From an optimization exercise on the open Yosys and OpenROAD flow, aimed at small area; shortcuts taken in it are not production practice.
In this exercise RTL edits were held to simulation tests only and were not proved equivalent to the original.
Power and IR drop assume default switching activity.

== build 70 ==
==> flow/design.v (excerpt) <==
module connect_four(
    input clock,
    input reset,                        
    input rbtn, lbtn, mbtn, bbtn,
    output logic [7:0] row, greenColumn, blueColumn
    );
clock: 10.0 ns
lec_check: 0
cap_margin: 20
core_margin: 2
core_utilization: 40
cts_buf_list: sky130_fd_sc_hd__clkbuf_8
place_density: 0.6
slew_margin: 20
standard.sh (not shown) runs the stock make flow with config.mk's settings and CLKGATE_MAP_FILE= SYNTH_SCRIPT=/design/flow/synth_recipe.tcl, a recipe that flattens the netlist after the stock synthesis.
==> flow/flow/run.sh <==
#!/bin/bash
# Layout flow: the standard ORFS flow with these changes.
#  1. The design is synthesized again from design.v with the same Yosys
#     front end as the standard synthesis (synth -flatten -nofsm -noshare,
#     the same $func$ renaming) but an area-oriented ABC script (deepsyn, three seeds,
#     smallest result kept). Each
#     flip-flop is then given the instance name of the standard synthesis's
#     flip-flop on the same Q net; the two must pair one to one with the
#     same cell types. If they do not, the standard netlist's combinational
#     logic is re-mapped with an area ABC script instead, keeping its
#     flip-flops as they are.
#  2. Ports are buffered with the smallest buffer (buf_1).
#  3. Clock tree synthesis adds no dummy loads.
#  4. The layout steps after synthesis do not use buffers of drive 4 and up
#     (the platform's own don't-use cells stay don't-use).
# Each tool's full output goes to a log file in this folder.
set -euo pipefail
HERE=$(pwd)
R=$HERE/orfs/results/$FLOW_PLATFORM/connect_four/base
LIB=$FLOW_HOME/platforms/$FLOW_PLATFORM/lib/sky130_fd_sc_hd__tt_025C_1v80.lib
KNOBS=("BUFFER_PORTS_ARGS=-buffer_cell sky130_fd_sc_hd__buf_1"
       "CTS_ARGS=-sink_clustering_enable -repair_clock_nets -buf_list sky130_fd_sc_hd__clkbuf_8 -dont_use_dummy_load")
ABC="abc -liberty $LIB -dont_use *lpflow* -dont_use *probe* -script $HERE/flow/area.abc"
FINISH="opt_clean -purge
setundef -zero
hilomap -singleton -hicell sky130_fd_sc_hd__conb_1 HI -locell sky130_fd_sc_hd__conb_1 LO
insbuf -buf sky130_fd_sc_hd__buf_4 A X
splitnets
opt_clean -purge
check -assert -mapped"

ffs() { grep -oE '^ *sky130_fd_sc_hd__df[a-z0-9_]+ [^ ]+' "$1" | sort; }

bash standard.sh "${KNOBS[@]}" synth > 1_standard_synth.log 2>&1
cp "$R/1_2_yosys.v" 1_2_yosys_standard.v

# 2a. own synthesis from the design, with three ABC seeds run side by side;
#     the smallest netlist that checks out is kept
own_synth() {  # $1: seed
  cat > own_synth_$1.ys <<EOT
read_liberty -lib $LIB
read_verilog -sv $FLOW_DESIGN
synth -flatten -top $FLOW_TOP -nofsm -noshare
rename -hide w:*\$func\$*
dfflibmap -liberty $LIB -dont_use *lpflow* -dont_use *probe*
opt
abc -liberty $LIB -dont_use *lpflow* -dont_use *probe* -script $HERE/flow/deep$1.abc
$FINISH
tee -o own_stat_$1.txt stat -liberty $LIB
write_verilog -noattr -nohex -nodec own_unnamed_$1.v
EOT
  yosys -s own_synth_$1.ys > own_synth_$1.log 2>&1
}
for s in 1 2 3; do own_synth $s & done
wait || true
BEST=""; BEST_AREA=""
for s in 1 2 3; do
  [[ -f own_unnamed_$s.v && -f own_stat_$s.txt ]] || continue
  A=$(awk '/Chip area/ {print $NF}' own_stat_$s.txt)
  if [[ -z "$BEST" ]] || awk -v a="$A" -v b="$BEST_AREA" 'BEGIN {exit !(a < b)}'; then BEST=$s; BEST_AREA=$A; fi
done
echo "own synthesis areas: $(grep -h 'Chip area' own_stat_*.txt 2>/dev/null | awk '{print $NF}' | tr '\n' ' ') best seed: $BEST" > own_choice.log
CHOSEN=""
if [[ -n "$BEST" ]] &&
   python3 flow/ffnames.py 1_2_yosys_standard.v own_unnamed_$BEST.v own_rename.ys > ffnames.log 2>&1; then
  cat > own_rename_apply.ys <<EOT
read_liberty -lib $LIB
read_verilog own_unnamed_$BEST.v
hierarchy -top $FLOW_TOP
cd $FLOW_TOP
script own_rename.ys
cd
tee -o own_stat.txt stat -liberty $LIB
write_verilog -noattr -nohex -nodec own_named.v
EOT
  if yosys -s own_rename_apply.ys > own_rename_apply.log 2>&1 &&
     diff <(ffs 1_2_yosys_standard.v) <(ffs own_named.v) > ff_check_own.log 2>&1; then
    CHOSEN=own_named.v
  fi
fi

# 2b. otherwise re-map the standard netlist's combinational logic
if [[ -z "$CHOSEN" ]]; then
  python3 flow/mkmap.py "$LIB" cells_map.v > mkmap.log 2>&1
  cat > resynth.ys <<EOT
read_liberty -lib $LIB
read_verilog 1_2_yosys_standard.v
hierarchy -top $FLOW_TOP
techmap -map cells_map.v
techmap
opt -fast
opt_clean -purge
$ABC
$FINISH
tee -o resynth_stat.txt stat -liberty $LIB
write_verilog -noattr -nohex -nodec 1_2_yosys_resynth.v
EOT
  yosys -s resynth.ys > resynth.log 2>&1
  diff <(ffs 1_2_yosys_standard.v) <(ffs 1_2_yosys_resynth.v) > ff_check_resynth.log 2>&1
  CHOSEN=1_2_yosys_resynth.v
fi
echo "netlist used: $CHOSEN" > netlist_choice.log
cp "$CHOSEN" "$R/1_2_yosys.v"
rm -f "$R/1_synth.odb"

# 3. the rest of the standard flow
PLATFORM_DONT_USE="sky130_fd_sc_hd__probe_p_8 sky130_fd_sc_hd__probec_p_8 sky130_fd_sc_hd__lpflow_bleeder_1 sky130_fd_sc_hd__lpflow_clkbufkapwr_1 sky130_fd_sc_hd__lpflow_clkbufkapwr_16 sky130_fd_sc_hd__lpflow_clkbufkapwr_2 sky130_fd_sc_hd__lpflow_clkbufkapwr_4 sky130_fd_sc_hd__lpflow_clkbufkapwr_8 sky130_fd_sc_hd__lpflow_clkinvkapwr_1 sky130_fd_sc_hd__lpflow_clkinvkapwr_16 sky130_fd_sc_hd__lpflow_clkinvkapwr_2 sky130_fd_sc_hd__lpflow_clkinvkapwr_4 sky130_fd_sc_hd__lpflow_clkinvkapwr_8 sky130_fd_sc_hd__lpflow_decapkapwr_12 sky130_fd_sc_hd__lpflow_decapkapwr_3 sky130_fd_sc_hd__lpflow_decapkapwr_4 sky130_fd_sc_hd__lpflow_decapkapwr_6 sky130_fd_sc_hd__lpflow_decapkapwr_8 sky130_fd_sc_hd__lpflow_inputiso0n_1 sky130_fd_sc_hd__lpflow_inputiso0p_1 sky130_fd_sc_hd__lpflow_inputiso1n_1 sky130_fd_sc_hd__lpflow_inputiso1p_1 sky130_fd_sc_hd__lpflow_inputisolatch_1 sky130_fd_sc_hd__lpflow_isobufsrc_1 sky130_fd_sc_hd__lpflow_isobufsrc_16 sky130_fd_sc_hd__lpflow_isobufsrc_2 sky130_fd_sc_hd__lpflow_isobufsrc_4 sky130_fd_sc_hd__lpflow_isobufsrc_8 sky130_fd_sc_hd__lpflow_isobufsrckapwr_16 sky130_fd_sc_hd__lpflow_lsbuf_lh_hl_isowell_tap_1 sky130_fd_sc_hd__lpflow_lsbuf_lh_hl_isowell_tap_2 sky130_fd_sc_hd__lpflow_lsbuf_lh_hl_isowell_tap_4 sky130_fd_sc_hd__lpflow_lsbuf_lh_isowell_4 sky130_fd_sc_hd__lpflow_lsbuf_lh_isowell_tap_1 sky130_fd_sc_hd__lpflow_lsbuf_lh_isowell_tap_2 sky130_fd_sc_hd__lpflow_lsbuf_lh_isowell_tap_4"
SMALL_BUFFERS_ONLY="sky130_fd_sc_hd__buf_4 sky130_fd_sc_hd__buf_6 sky130_fd_sc_hd__buf_8 sky130_fd_sc_hd__buf_12 sky130_fd_sc_hd__buf_16 sky130_fd_sc_hd__bufbuf_8 sky130_fd_sc_hd__bufbuf_16 sky130_fd_sc_hd__bufinv_8 sky130_fd_sc_hd__bufinv_16"
bash standard.sh "${KNOBS[@]}" "DONT_USE_CELLS=$PLATFORM_DONT_USE $SMALL_BUFFERS_ONLY" finish > 2_standard_finish.log 2>&1
==> flow/flow/deep1.abc <==
strash
&get -n
&deepsyn -T 60 -S 1
&put
&get -n
&dch -f
&nf -F 20 -A 20 -E 100 -R 1000
&put
==> flow/flow/deep2.abc <==
strash
&get -n
&deepsyn -T 60 -S 2
&put
&get -n
&dch -f
&nf -F 20 -A 20 -E 100 -R 1000
&put
==> flow/flow/deep3.abc <==
strash
&get -n
&deepsyn -T 60 -S 3
&put
&get -n
&dch -f
&nf -F 20 -A 20 -E 100 -R 1000
&put
Other scripts of this flow, unchanged in this note and not shown: flow/flow/area.abc, flow/flow/ffnames.py, flow/flow/mkmap.py
Edits applied to the flow inputs when going from build 70 to build 63:
--- a/flow/flow/run.sh
+++ b/flow/flow/run.sh
@@ -3,6 +3,5 @@
 #  1. The design is synthesized again from design.v with the same Yosys
 #     front end as the standard synthesis (synth -flatten -nofsm -noshare,
-#     the same $func$ renaming) but an area-oriented ABC script (deepsyn, three seeds,
-#     smallest result kept). Each
+#     the same $func$ renaming) but an area-oriented ABC script (deepsyn). Each
 #     flip-flop is then given the instance name of the standard synthesis's
 #     flip-flop on the same Q net; the two must pair one to one with the
@@ -22,4 +21,5 @@
        "CTS_ARGS=-sink_clustering_enable -repair_clock_nets -buf_list sky130_fd_sc_hd__clkbuf_8 -dont_use_dummy_load")
 ABC="abc -liberty $LIB -dont_use *lpflow* -dont_use *probe* -script $HERE/flow/area.abc"
+ABC_DEEP="abc -liberty $LIB -dont_use *lpflow* -dont_use *probe* -script $HERE/flow/deep.abc"
 FINISH="opt_clean -purge
 setundef -zero
@@ -35,8 +35,6 @@
 cp "$R/1_2_yosys.v" 1_2_yosys_standard.v
 
-# 2a. own synthesis from the design, with three ABC seeds run side by side;
-#     the smallest netlist that checks out is kept
-own_synth() {  # $1: seed
-  cat > own_synth_$1.ys <<EOT
+# 2a. own synthesis from the design
+cat > own_synth.ys <<EOT
 read_liberty -lib $LIB
 read_verilog -sv $FLOW_DESIGN
@@ -45,26 +43,14 @@
 dfflibmap -liberty $LIB -dont_use *lpflow* -dont_use *probe*
 opt
-abc -liberty $LIB -dont_use *lpflow* -dont_use *probe* -script $HERE/flow/deep$1.abc
+$ABC_DEEP
 $FINISH
-tee -o own_stat_$1.txt stat -liberty $LIB
-write_verilog -noattr -nohex -nodec own_unnamed_$1.v
+write_verilog -noattr -nohex -nodec own_unnamed.v
 EOT
-  yosys -s own_synth_$1.ys > own_synth_$1.log 2>&1
-}
-for s in 1 2 3; do own_synth $s & done
-wait || true
-BEST=""; BEST_AREA=""
-for s in 1 2 3; do
-  [[ -f own_unnamed_$s.v && -f own_stat_$s.txt ]] || continue
-  A=$(awk '/Chip area/ {print $NF}' own_stat_$s.txt)
-  if [[ -z "$BEST" ]] || awk -v a="$A" -v b="$BEST_AREA" 'BEGIN {exit !(a < b)}'; then BEST=$s; BEST_AREA=$A; fi
-done
-echo "own synthesis areas: $(grep -h 'Chip area' own_stat_*.txt 2>/dev/null | awk '{print $NF}' | tr '\n' ' ') best seed: $BEST" > own_choice.log
 CHOSEN=""
-if [[ -n "$BEST" ]] &&
-   python3 flow/ffnames.py 1_2_yosys_standard.v own_unnamed_$BEST.v own_rename.ys > ffnames.log 2>&1; then
+if yosys -s own_synth.ys > own_synth.log 2>&1 &&
+   python3 flow/ffnames.py 1_2_yosys_standard.v own_unnamed.v own_rename.ys > ffnames.log 2>&1; then
   cat > own_rename_apply.ys <<EOT
 read_liberty -lib $LIB
-read_verilog own_unnamed_$BEST.v
+read_verilog own_unnamed.v
 hierarchy -top $FLOW_TOP
 cd $FLOW_TOP
==> flow/flow/deep.abc (new file) <==
strash
&get -n
&deepsyn -T 60 -S 2
&put
&get -n
&dch -f
&nf -a -R 1000
&put
removed: flow/flow/deep1.abc
removed: flow/flow/deep2.abc
removed: flow/flow/deep3.abc
==> comparison <==
Of the two values seen for worst setup path endpoint, blueColumn[7] was produced by build 70 and greenColumn[2] by build 63. Summary of build 63 over build 70: height of the chip shows an increase of about 0.36%; delay contributed by the slowest stage of the critical path shows an increase of 0.34 ns; wire length after detailed routing shows a reduction of about 0.66%; pre-CTS setup slack shows an increase of 0.17 ns. Build 63 vs. build 70: multi-input logic area went up by 48 um^2.
#### Input delta (build 37 over build 63)
==> flow/flow/run.sh <==
#!/bin/bash
# Layout flow: the standard ORFS flow with these changes.
#  1. The design is synthesized again from design.v with the same Yosys
#     front end as the standard synthesis (synth -flatten -nofsm -noshare,
#     the same $func$ renaming) but an area-oriented ABC script. Each
#     flip-flop is then given the instance name of the standard synthesis's
#     flip-flop on the same Q net; the two must pair one to one with the
#     same cell types. If they do not, the standard netlist's combinational
#     logic is re-mapped with the same ABC script instead, keeping its
#     flip-flops as they are.
#  2. Ports are buffered with the smallest buffer (buf_1).
#  3. Clock tree synthesis adds no dummy loads.
# Each tool's full output goes to a log file in this folder.
set -euo pipefail
HERE=$(pwd)
R=$HERE/orfs/results/$FLOW_PLATFORM/connect_four/base
LIB=$FLOW_HOME/platforms/$FLOW_PLATFORM/lib/sky130_fd_sc_hd__tt_025C_1v80.lib
KNOBS=("BUFFER_PORTS_ARGS=-buffer_cell sky130_fd_sc_hd__buf_1"
       "CTS_ARGS=-sink_clustering_enable -repair_clock_nets -buf_list sky130_fd_sc_hd__clkbuf_8 -dont_use_dummy_load")
ABC="abc -liberty $LIB -dont_use *lpflow* -dont_use *probe* -script $HERE/flow/area.abc"
FINISH="opt_clean -purge
setundef -zero
hilomap -singleton -hicell sky130_fd_sc_hd__conb_1 HI -locell sky130_fd_sc_hd__conb_1 LO
insbuf -buf sky130_fd_sc_hd__buf_4 A X
splitnets
opt_clean -purge
check -assert -mapped"

ffs() { grep -oE '^ *sky130_fd_sc_hd__df[a-z0-9_]+ [^ ]+' "$1" | sort; }

bash standard.sh "${KNOBS[@]}" synth > 1_standard_synth.log 2>&1
cp "$R/1_2_yosys.v" 1_2_yosys_standard.v

# 2a. own synthesis from the design
cat > own_synth.ys <<EOT
read_verilog -sv $FLOW_DESIGN
synth -flatten -top $FLOW_TOP -nofsm -noshare
rename -hide w:*\$func\$*
dfflibmap -liberty $LIB -dont_use *lpflow* -dont_use *probe*
opt
$ABC
$FINISH
write_verilog -noattr -nohex -nodec own_unnamed.v
EOT
CHOSEN=""
if yosys -s own_synth.ys > own_synth.log 2>&1 &&
   python3 flow/ffnames.py 1_2_yosys_standard.v own_unnamed.v own_rename.ys > ffnames.log 2>&1; then
  cat > own_rename_apply.ys <<EOT
read_liberty -lib $LIB
read_verilog own_unnamed.v
hierarchy -top $FLOW_TOP
cd $FLOW_TOP
script own_rename.ys
cd
tee -o own_stat.txt stat -liberty $LIB
write_verilog -noattr -nohex -nodec own_named.v
EOT
  if yosys -s own_rename_apply.ys > own_rename_apply.log 2>&1 &&
     diff <(ffs 1_2_yosys_standard.v) <(ffs own_named.v) > ff_check_own.log 2>&1; then
    CHOSEN=own_named.v
  fi
fi

# 2b. otherwise re-map the standard netlist's combinational logic
if [[ -z "$CHOSEN" ]]; then
  python3 flow/mkmap.py "$LIB" cells_map.v > mkmap.log 2>&1
  cat > resynth.ys <<EOT
read_liberty -lib $LIB
read_verilog 1_2_yosys_standard.v
hierarchy -top $FLOW_TOP
techmap -map cells_map.v
techmap
opt -fast
opt_clean -purge
$ABC
$FINISH
tee -o resynth_stat.txt stat -liberty $LIB
write_verilog -noattr -nohex -nodec 1_2_yosys_resynth.v
EOT
  yosys -s resynth.ys > resynth.log 2>&1
  diff <(ffs 1_2_yosys_standard.v) <(ffs 1_2_yosys_resynth.v) > ff_check_resynth.log 2>&1
  CHOSEN=1_2_yosys_resynth.v
fi
echo "netlist used: $CHOSEN" > netlist_choice.log
cp "$CHOSEN" "$R/1_2_yosys.v"
rm -f "$R/1_synth.odb"

# 3. the rest of the standard flow
bash standard.sh "${KNOBS[@]}" finish > 2_standard_finish.log 2>&1
removed: flow/flow/deep.abc
--- outcome ---
Diff build 63 -> build 37 | routed wirelength normalized by instance count | decrease of 1.0 um. Area used by multi-input combinational logic: build 37 vs build 63 up 88 um^2. Relative to build 63, build 37 degrades die area.
> inputs changed (build 37 -> build 91)
--- a/flow/flow/run.sh
+++ b/flow/flow/run.sh
@@ -3,5 +3,5 @@
 #  1. The design is synthesized again from design.v with the same Yosys
 #     front end as the standard synthesis (synth -flatten -nofsm -noshare,
-#     the same $func$ renaming) but an area-oriented ABC script. Each
+#     the same $func$ renaming) but an area-oriented ABC script (deepsyn). Each
 #     flip-flop is then given the instance name of the standard synthesis's
 #     flip-flop on the same Q net; the two must pair one to one with the
@@ -19,4 +19,5 @@
        "CTS_ARGS=-sink_clustering_enable -repair_clock_nets -buf_list sky130_fd_sc_hd__clkbuf_8 -dont_use_dummy_load")
 ABC="abc -liberty $LIB -dont_use *lpflow* -dont_use *probe* -script $HERE/flow/area.abc"
+ABC_DEEP="abc -liberty $LIB -dont_use *lpflow* -dont_use *probe* -script $HERE/flow/deep.abc"
 FINISH="opt_clean -purge
 setundef -zero
@@ -34,4 +35,5 @@
 # 2a. own synthesis from the design
 cat > own_synth.ys <<EOT
+read_liberty -lib $LIB
 read_verilog -sv $FLOW_DESIGN
 synth -flatten -top $FLOW_TOP -nofsm -noshare
@@ -39,5 +41,5 @@
 dfflibmap -liberty $LIB -dont_use *lpflow* -dont_use *probe*
 opt
-$ABC
+$ABC_DEEP
 $FINISH
 write_verilog -noattr -nohex -nodec own_unnamed.v
==> flow/flow/deep.abc (new file) <==
strash
&get -n
&deepsyn -T 60 -S 2
&put
&get -n
&dch -f
&nf -a -R 1000
&put
--- outcome ---
- Build 37 → build 91: wire length of the first global-routing pass went down by 5.5%; multi-input combinational cell count moved down; internal power now sits at about the same level; net switching power of the design saw a decrease; wire length lower.
- In the final reports, the cell area of build 91 is smaller than that of build 37.
- Max-slew headroom at the worst pin (higher): build 37

-- static timing again, ports no longer ideal --
The flow's constraints put no driver on any port. The routed layouts listed below were extracted and timed again, unchanged, in two steps. Step 1 (the two cells are an assumption about what drives the block):
set clk [get_ports {clock}]
set_driving_cell -lib_cell sky130_fd_sc_hd__clkbuf_16 $clk
set_driving_cell -lib_cell sky130_fd_sc_hd__buf_2 [delete_from_list [all_inputs] $clk]
Step 2 also shifts input and output timing later by t, the mid clock arrival at the registers, as if the neighbouring blocks saw the same clock. Slacks: ideal / step 1 / step 2; pairs: ideal / step 1.
run | t (ns) | slack for setup (ns) | clock arrival spread, ns | worst slew at a driven data input, ns
build 70 | 0.391 | 4.961 / 4.928 / 5.001 | 0.037 / 0.037 | 0.03
build 63 | 0.405 | 4.931 / 4.896 / 5.301 | 0.025 / 0.025 | 0.03
build 37 | 0.419 | 4.894 / 4.855 / 5.274 | 0.033 / 0.032 | 0.03
build 91 | 0.399 | 4.899 / 4.865 / 5.264 | 0.029 / 0.030 | 0.03
After both steps every run listed still meets setup and hold.
